Background: an optimization exercise with open tools, aiming at small area, a short achievable clock period and few clock cycles per item. Do not read the settings as production practice.
Where RTL was checked, it was by simulation tests only, not by an equivalence proof against the original.

## run G
// sqrt_binary_search
module sqrt_binary_search (
    input  logic        clk,
    input  logic        rst,         
    input  logic        valid_in,
    input  logic [15:0] x,           
    output logic [15:0] x_sqrt,      
    output logic        valid_out
);
Size in the first run: about 650 cells after synthesis, roughly 18 flip-flops, about 36 I/O pins, roughly 0.0035 sq mm of cells after synthesis.
Settings: LEC_CHECK=0, ABC_AREA=1, CAP_MARGIN=20, CORE_MARGIN=2, CORE_UTILIZATION=40, CTS_BUF_LIST=sky130_fd_sc_hd__clkbuf_4, CTS_CLUSTER_SIZE=20, PLACE_DENSITY=0.85, SETUP_SLACK_MARGIN=3.5, SLEW_MARGIN=20, TNS_END_PERCENT=10; clock period 11.0 ns.
standard.sh (not shown) runs the stock make flow with config.mk's settings and CLKGATE_MAP_FILE= SYNTH_SCRIPT=/design/flow/synth_recipe.tcl, a recipe that flattens the netlist after the stock synthesis.
==> flow/flow/run.sh <==
#!/bin/bash
# The standard layout (standard.sh), with these changes:
#  - synthesis: no adder-cell mapping (ADDER_MAP_FILE empty), so ABC maps the
#    adders from plain gates instead of the slow ha/fa cells, and the final ABC
#    mapping uses flow/abc_iter.script (see flow/synth_iter.tcl);
#  - buf_2 cells as the port buffers (buffer_ports otherwise picks the slow
#    clkdlybuf4s50_1);
#  - setup repair only resizes cells (SETUP_MOVE_SEQUENCE=sizeup).
set -e
here=$(pwd)
export ADDER_MAP_FILE=
export BUFFER_PORTS_ARGS="-buffer_cell sky130_fd_sc_hd__buf_2"
export SETUP_MOVE_SEQUENCE=sizeup
bash standard.sh SYNTH_SCRIPT=$here/flow/synth_iter.tcl finish > standard.log 2>&1
==> flow/flow/abc_iter.script <==
strash
dch
map -B 0.9
strash
dch
map -B 0.9
strash
dch
map -B 0.9
strash
dch
map -B 0.9
strash
dch
map -B 0.9
strash
dch
map -B 0.9
strash
dch
map -B 0.9
strash
dch
map -B 0.9
topo
stime -c
buffer -c
upsize -c
dnsize -c
==> flow/flow/synth_iter.tcl <==
# The standard flow's synthesis (synth_recipe.tcl, which sources ORFS's synth.tcl) with one
# change: the final technology mapping runs ABC with abc_iter.script, which
# repeats ORFS's area script's strash/dch/map round 8 times before sizing.
# Everything before it (synth -nofsm -noshare, flip-flop mapping) and after it
# (flatten, renames) is the standard flow's own, so the registers are the standard ones.
set ::abc_iter_script [file normalize [file join [file dirname [info script]] abc_iter.script]]
set ::synth_recipe_tcl [file normalize [file join [file dirname [info script]] .. synth_recipe.tcl]]
proc abc {args} {
  set i [lsearch -exact $args -script]
  if {$i >= 0} { lset args [expr {$i + 1}] $::abc_iter_script }
  puts "abc: mapping with $::abc_iter_script"
  yosys abc {*}$args
}
source $::synth_recipe_tcl
Testbench counts of run G, summed over its fixed seeds: cycles 262,148, items 262,144.
[inputs] run C vs run G
- changing SETUP_SLACK_MARGIN from 3.5 to 4.3
- removing CTS_BUF_LIST (formerly sky130_fd_sc_hd__clkbuf_4)
- removing CTS_CLUSTER_SIZE (formerly 20)
diff --git a/flow/flow/abc_iter.script b/flow/flow/abc_iter.script
--- a/flow/flow/abc_iter.script
+++ b/flow/flow/abc_iter.script
@@ -24 +24 @@
-map -B 0.9
+map -B 0.9 -D 4300
@@ -28,2 +28,2 @@
-upsize -c
-dnsize -c
+upsize -c -D 4300
+dnsize -c -D 4300
diff --git a/flow/flow/synth_iter.tcl b/flow/flow/synth_iter.tcl
--- a/flow/flow/synth_iter.tcl
+++ b/flow/flow/synth_iter.tcl
@@ -3 +3,2 @@
-# repeats ORFS's area script's strash/dch/map round 8 times before sizing.
+# repeats ORFS's area script's strash/dch/map round 8 times, the last one and the sizing
+# aimed at a 4300 ps delay target (area recovery below it).
Results
Run C closes out successfully: all stages finished, all timing, DRC and antenna checks passed. Sort run C and run G by share of layout cells above drive strength 1, descending, and run C comes first. Run C — met2 layer usage reported by global route 5.4 points higher, run G as reference. Between run C and run G, it is run C whose proportion of cell area spent on the clock network is higher, by 0.60 points. Between run C and run G, the mean number of vias per cell is lower for run G. Where post-detailed-routing wire length is concerned, run G is better than run C.

---

== run 1 ==
Another version of the RTL of sqrt_binary_search (not shown whole).
Size: about 3700 µm² of cells after synthesis.
==> flow/config.mk <==
export PLATFORM = sky130hd
export DESIGN_NAME = sqrt_binary_search
export DESIGN_NICKNAME = sqrt_binary_search
export VERILOG_FILES = /design/flow/design.v
export SDC_FILE = /design/flow/constraint.sdc
export NUM_CORES = 4
export LEC_CHECK = 0
export ABC_AREA = 1
export CAP_MARGIN = 20
export CORE_MARGIN = 2
export CORE_UTILIZATION = 40
export SETUP_SLACK_MARGIN = 3
export SLEW_MARGIN = 20
==> flow/constraint.sdc <==
create_clock -name core_clock -period 11.0 [get_ports {clk}]
set_input_delay 2.2000 -clock core_clock [delete_from_list [all_inputs] [get_ports {clk}]]
set_output_delay 2.2000 -clock core_clock [all_outputs]
set_load 0.01 [all_outputs]
==> flow/flow/run.sh <==
#!/bin/bash
set -e
cp standard.sh standard_sh.log
cp synth_recipe.tcl synth_recipe_tcl.log
export BUFFER_PORTS_ARGS="-buffer_cell sky130_fd_sc_hd__buf_2"
bash standard.sh > standard.log 2>&1
Testbench counts of run 1, summed over its fixed seeds: cycles 262,148, items 262,144.
The inputs of run 2 differ from those of run 1 as listed below.
- clearing SETUP_SLACK_MARGIN, which used to be 3
==> flow/run.sh (new file) <==
#!/bin/bash
# synth_recipe.tcl (not shown) runs the flow's synth.tcl, then flattens the netlist and writes it again
# the make line also repeats each setting of config.mk as NAME=value (left out here)
make -C /OpenROAD-flow-scripts/flow DESIGN_CONFIG=/design/flow/config.mk WORK_HOME=/design/flow/orfs CLKGATE_MAP_FILE= SYNTH_SCRIPT=/design/flow/synth_recipe.tcl finish
removed: flow/flow/run.sh
removed: flow/standard.sh
Worst hold slack in run 2 vs run 1: up 350 ps. Sort run 1 and run 2 by final period demand of the worst path asc -> top: run 1. Run 2 has completed all stages; timing, DRC and antenna checks passed. Going from run 1 to run 2, sequential cell area shrank by a few percent.
The following lists how run 3 was set up differently from run 2:
- putting SETUP_SLACK_MARGIN at 2 where nothing was set
==> flow/flow/run.sh (new file) <==
#!/bin/bash
set -e
cp standard.sh standard_sh.log
cp synth_recipe.tcl synth_recipe_tcl.log
export BUFFER_PORTS_ARGS="-buffer_cell sky130_fd_sc_hd__buf_2"
bash standard.sh > standard.log 2>&1
==> flow/standard.sh (new file) <==
#!/bin/bash
# synth_recipe.tcl (not shown) runs the flow's synth.tcl, then flattens the netlist and writes it again
# the make line also repeats each setting of config.mk as NAME=value (left out here)
make -C /OpenROAD-flow-scripts/flow DESIGN_CONFIG=/design/flow/config.mk WORK_HOME=/design/flow/orfs CLKGATE_MAP_FILE= SYNTH_SCRIPT=/design/flow/synth_recipe.tcl "${@:-finish}"
removed: flow/run.sh
[summary]
- On met1 track demand over resource, run 2 and run 3 are neck and neck.
- Run 3 against run 2: worst setup slack picked up an extra 990 ps, arrival time reported for the critical path endpoint lost 990 ps, die height neither gained nor lost much.
- Delta (run 3 minus run 2): wire length up 2.2%.
diff inputs: run 3 => run 4
- removing SETUP_SLACK_MARGIN (formerly 2)
### Flow results
Run 4 completed end to end with timing, DRC and antenna clean. In terms of final RePlAce weighted congestion, run 3 and run 4 differ only marginally. When the final numbers for run 4 and run 3 were put side by side, the final design instance area without fill turned out to be smaller in run 4. Compared to run 3, run 4 has final net count 1.7% lower.

---

## onyx
sqrt_binary_search, a different RTL version from the one above (not shown whole).
Size in the first run: about 670 cells after synthesis, roughly 18 flip-flops, roughly 36 I/O pins.
clock: 11.0 ns
lec_check: 0
abc_area: 1
cap_margin: 20
core_margin: 2
core_utilization: 40
setup_slack_margin: 1.5
slew_margin: 20
==> flow/flow/run.sh <==
#!/bin/bash
# The standard layout (standard.sh), with two changes:
#  - no adder-cell mapping in synthesis (ADDER_MAP_FILE empty): ABC maps the
#    adders from plain gates instead of the slow ha/fa cells;
#  - buf_2 cells as the port buffers (buffer_ports otherwise picks the slow
#    clkdlybuf4s50_1).
set -e
export ADDER_MAP_FILE=
export BUFFER_PORTS_ARGS="-buffer_cell sky130_fd_sc_hd__buf_2"
bash standard.sh > standard.log 2>&1
The final layout from onyx, which completed every stage, passed the timing, design-rule and antenna checks at the end of the flow.
The following lists how maple was set up differently from onyx:
Settings: an added TNS_END_PERCENT of 10; a change of SETUP_SLACK_MARGIN from 1.5 to 3.5; an added PLACE_DENSITY of 0.85.
diff --git a/flow/flow/run.sh b/flow/flow/run.sh
--- a/flow/flow/run.sh
+++ b/flow/flow/run.sh
@@ -9,0 +10 @@
+export SETUP_MOVE_SEQUENCE=sizeup
Findings:
- Fmax: maple higher than onyx
- maple finished all stages; the layout is clean.
- Summary of maple over onyx: final-layout fill cell count lower; headroom to the max-slew limit lower; wire length lower.
- maple ended up with a lower total stage count of the critical path than onyx did.
Changes in sierra relative to maple:
==> flow/flow/run.sh <==
#!/bin/bash
# The standard layout (standard.sh), with these changes:
#  - synthesis: no adder-cell mapping (ADDER_MAP_FILE empty), so ABC maps the
#    adders from plain gates instead of the slow ha/fa cells, and the final ABC
#    mapping uses flow/abc_iter.script (see flow/synth_iter.tcl);
#  - buf_2 cells as the port buffers (buffer_ports otherwise picks the slow
#    clkdlybuf4s50_1);
#  - setup repair only resizes cells (SETUP_MOVE_SEQUENCE=sizeup).
set -e
here=$(pwd)
export ADDER_MAP_FILE=
export BUFFER_PORTS_ARGS="-buffer_cell sky130_fd_sc_hd__buf_2"
export SETUP_MOVE_SEQUENCE=sizeup
bash standard.sh SYNTH_SCRIPT=$here/flow/synth_iter.tcl finish > standard.log 2>&1
==> flow/flow/abc_iter.script (new file) <==
strash
dch
map -B 0.9
strash
dch
map -B 0.9
strash
dch
map -B 0.9
strash
dch
map -B 0.9
strash
dch
map -B 0.9
strash
dch
map -B 0.9
strash
dch
map -B 0.9
strash
dch
map -B 0.9
topo
stime -c
buffer -c
upsize -c
dnsize -c
==> flow/flow/synth_iter.tcl (new file) <==
# The standard flow's synthesis (synth_recipe.tcl, which sources ORFS's synth.tcl) with one
# change: the final technology mapping runs ABC with abc_iter.script, which
# repeats ORFS's area script's strash/dch/map round 8 times before sizing.
# Everything before it (synth -nofsm -noshare, flip-flop mapping) and after it
# (flatten, renames) is the standard flow's own, so the registers are the standard ones.
set ::abc_iter_script [file normalize [file join [file dirname [info script]] abc_iter.script]]
set ::synth_recipe_tcl [file normalize [file join [file dirname [info script]] .. synth_recipe.tcl]]
proc abc {args} {
  set i [lsearch -exact $args -script]
  if {$i >= 0} { lset args [expr {$i + 1}] $::abc_iter_script }
  puts "abc: mapping with $::abc_iter_script"
  yosys abc {*}$args
}
source $::synth_recipe_tcl
[summary]
- Count of non-CTS inverters in the layout: sierra and maple compared, lower one is sierra
- The half-perimeter wire length after placement of sierra is lower than that of maple.
- Comparing sierra and maple, the higher number of buffers and inverters on the critical path is on maple.
- sierra ended up with a lower first-pass iteration count of the detailed router than maple did.
- Going from maple to sierra, the final design area excluding fillers was found to have gone down by about 11%.
- Relative to maple, total number of nets in the final design decreased by about 6% in sierra.
- Between sierra and maple, it is sierra whose count of clock-buffer cells in the layout is lower, by 1.
- Diff maple -> sierra: total wire length after detailed routing moved down; number of instances in the synthesized netlist fell 6.8%; fraction of standard cell area that is sequential has increased.
## Diff of input files: tundra against sierra
Settings: SETUP_SLACK_MARGIN: 3.5 -> 1.5; TNS_END_PERCENT: 10 -> unset; PLACE_DENSITY: 0.85 -> unset.
==> flow/flow/run.sh <==
#!/bin/bash
set -e
cp standard.sh standard_sh.log
cp synth_recipe.tcl synth_recipe_tcl.log
export BUFFER_PORTS_ARGS="-buffer_cell sky130_fd_sc_hd__buf_2"
bash standard.sh > standard.log 2>&1
removed: flow/flow/abc_iter.script
removed: flow/flow/synth_iter.tcl
### Flow results
The final reports for tundra and sierra show worst endpoint required time higher in the former. Changes observed in tundra relative to sierra: first-pass GRT wire length increased 19%, clock buffer count increased 1, area after synthesis increased 8.9%. Re fraction of synthesized cell area in xor and xnor cells: sierra and tundra aren't equal, and the lower value belongs to tundra.
No run of this note included a check of the RTL's function; only the layout flow was run.

---

Setup of lane 1:
sqrt_binary_search, a different RTL version from the one above (not shown whole).
Size: about 36 I/O pins, roughly 3800 µm² of cells after synthesis.
clock: 11.0 ns
lec_check: 0
abc_area: 1
cap_margin: 20
core_margin: 2
core_utilization: 40
place_density: 0.85
setup_slack_margin: 4.2
slew_margin: 20
==> flow/flow/run.sh <==
#!/bin/bash
# The standard layout (standard.sh), with two changes:
#  - no adder-cell mapping in synthesis (ADDER_MAP_FILE empty): ABC maps the
#    adders from plain gates instead of the slow ha/fa cells;
#  - buf_2 cells as the port buffers (buffer_ports otherwise picks the slow
#    clkdlybuf4s50_1).
set -e
export ADDER_MAP_FILE=
export BUFFER_PORTS_ARGS="-buffer_cell sky130_fd_sc_hd__buf_2"
export SETUP_MOVE_SEQUENCE=sizeup,swap
bash standard.sh > standard.log 2>&1
Testbench counts of lane 1, summed over its fixed seeds: cycles 262,148, items 262,144.
#### Input delta (lane 2 over lane 1)
- SETUP_SLACK_MARGIN changed from 4.2 to 1.5
--- a/flow/flow/run.sh
+++ b/flow/flow/run.sh
@@ -10 +9,0 @@
-export SETUP_MOVE_SEQUENCE=sizeup,swap
[summary]
Compared with lane 1, maximum frequency in lane 2 decreased by a few percent. Global-route total usage across every layer on lane 2 is down relative to lane 1. Against lane 1 as the reference, lane 2 delivers a lower least setup slack across all paths after layout. Summary of lane 2 over lane 1: wire length reported by the detailed router fell 1.6 mm; total of clock buffers placed in the layout ~0 delta. Lane 2 has completed all stages; timing, DRC and antenna checks passed.
Input changes introduced in lane 3 (baseline for comparison: lane 2):
- TNS_END_PERCENT now 10, previously not set
- SETUP_SLACK_MARGIN now 2.5, was 1.5
==> flow/flow/run.sh <==
#!/bin/bash
# The standard layout (standard.sh), with these changes:
#  - synthesis: no adder-cell mapping (ADDER_MAP_FILE empty), so ABC maps the
#    adders from plain gates instead of the slow ha/fa cells, and the final ABC
#    mapping uses flow/abc_iter.script (see flow/synth_iter.tcl);
#  - buf_2 cells as the port buffers (buffer_ports otherwise picks the slow
#    clkdlybuf4s50_1);
#  - setup repair only resizes cells (SETUP_MOVE_SEQUENCE=sizeup).
set -e
here=$(pwd)
export ADDER_MAP_FILE=
export BUFFER_PORTS_ARGS="-buffer_cell sky130_fd_sc_hd__buf_2"
export SETUP_MOVE_SEQUENCE=sizeup
bash standard.sh SYNTH_SCRIPT=$here/flow/synth_iter.tcl finish > standard.log 2>&1
==> flow/flow/abc_iter.script (new file) <==
strash
dch
map -B 0.9
strash
dch
map -B 0.9
strash
dch
map -B 0.9
strash
dch
map -B 0.9
strash
dch
map -B 0.9
strash
dch
map -B 0.9
strash
dch
map -B 0.9
strash
dch
map -B 0.9
topo
stime -c
buffer -c
upsize -c
dnsize -c
==> flow/flow/synth_iter.tcl (new file) <==
# The standard flow's synthesis (synth_recipe.tcl, which sources ORFS's synth.tcl) with one
# change: the final technology mapping runs ABC with abc_iter.script, which
# repeats ORFS's area script's strash/dch/map round 8 times before sizing.
# Everything before it (synth -nofsm -noshare, flip-flop mapping) and after it
# (flatten, renames) is the standard flow's own, so the registers are the standard ones.
set ::abc_iter_script [file normalize [file join [file dirname [info script]] abc_iter.script]]
set ::synth_recipe_tcl [file normalize [file join [file dirname [info script]] .. synth_recipe.tcl]]
proc abc {args} {
  set i [lsearch -exact $args -script]
  if {$i >= 0} { lset args [expr {$i + 1}] $::abc_iter_script }
  puts "abc: mapping with $::abc_iter_script"
  yosys abc {*}$args
}
source $::synth_recipe_tcl
## What came out
Lane 3 finished every stage and its layout cleared the timing, design-rule and antenna checks.
Hold slack (higher): lane 3
Comparing lane 3 and lane 2, the lower clock buffer count in the final layout was measured on lane 2.
Between lane 2 and lane 3, minimum clock period after layout decreased.
Lane 3 ends up with lower die height than lane 2 does.
Modified inputs, lane 4 compared to lane 3
- SETUP_SLACK_MARGIN now 3.5, was 2.5
--- a/flow/flow/abc_iter.script
+++ b/flow/flow/abc_iter.script
@@ -1,6 +0,0 @@
-strash
-dch
-map -B 0.9
-strash
-dch
-map -B 0.9
--- a/flow/flow/synth_iter.tcl
+++ b/flow/flow/synth_iter.tcl
@@ -3 +3 @@
-# repeats ORFS's area script's strash/dch/map round 8 times before sizing.
+# repeats ORFS's area script's strash/dch/map round six times before sizing.
@@ -11 +10,0 @@
-  puts "abc: mapping with $::abc_iter_script"
Findings:
- In lane 4 relative to lane 3, multi-input gate area in the final layout had gone up by a few percent.
- Cell depth of the worst setup path across lane 4 and lane 3: no real change.
- Count of cell types in the netlist for lane 4: about 13% up relative to lane 3

## what the ideal ports hide
The flow's constraints put no driver on any port. The routed layouts listed below were extracted and timed again, unchanged, in two steps.
Step 1 (the two cells are an assumption about what drives the block):
set clk [get_ports {clk}]
set_driving_cell -lib_cell sky130_fd_sc_hd__clkbuf_16 $clk
set_driving_cell -lib_cell sky130_fd_sc_hd__buf_2 [delete_from_list [all_inputs] $clk]
Step 2 adds t to the input delays and takes it off the output delays; t is the mean of the earliest and latest rising clock arrival at the registers after step 1. Input paths then give back, and output paths get back, about the clock's delay inside the block.
Three values: ideal ports, drivers, drivers and shift; two values: the first two.
| run | t (ns) | setup slack, ns | latest minus earliest clock arrival (ns) | cell pins on the clock port's net |
|---|---|---|---|---|
| run G | 0.313 | 4.081 / 4.054 / 4.367 | 0.012 / 0.012 | 1 |
| run C | 0.276 | 4.159 / 4.134 / 4.277 | 0.004 / 0.004 | 1 |
| run 1 | 0.273 | 2.914 / 2.890 / 3.080 | 0.002 / 0.002 | 1 |
| run 2 | 0.269 | 1.557 / 1.533 / 1.802 | 0.003 / 0.003 | 1 |
| run 3 | 0.279 | 2.552 / 2.531 / 2.753 | 0.001 / 0.002 | 1 |
| run 4 | 0.279 | 1.966 / 1.944 / 2.223 | 0.001 / 0.002 | 1 |
| onyx | 0.272 | 3.039 / 3.018 / 3.290 | 0.002 / 0.002 | 1 |
| maple | 0.279 | 3.806 / 3.780 / 3.886 | 0.004 / 0.003 | 1 |
| sierra | 0.274 | 4.016 / 3.990 / 4.264 | 0.001 / 0.002 | 1 |
| tundra | 0.273 | 2.123 / 2.130 / 1.858 | 0.002 / 0.001 | 1 |
| lane 1 | 0.279 | 3.767 / 3.742 / 3.954 | 0.003 / 0.003 | 1 |
| lane 2 | 0.275 | 3.255 / 3.230 / 3.505 | 0.004 / 0.004 | 1 |
| lane 3 | 0.273 | 3.990 / 3.962 / 4.235 | 0.002 / 0.002 | 1 |
| lane 4 | 0.275 | 4.141 / 4.117 / 4.392 | 0.002 / 0.002 | 1 |
After both steps setup and hold are still met in every run listed. For tundra, which loses most, drivers alone change the setup slack by +0.007 ns; drivers and shift together by -0.265 ns.
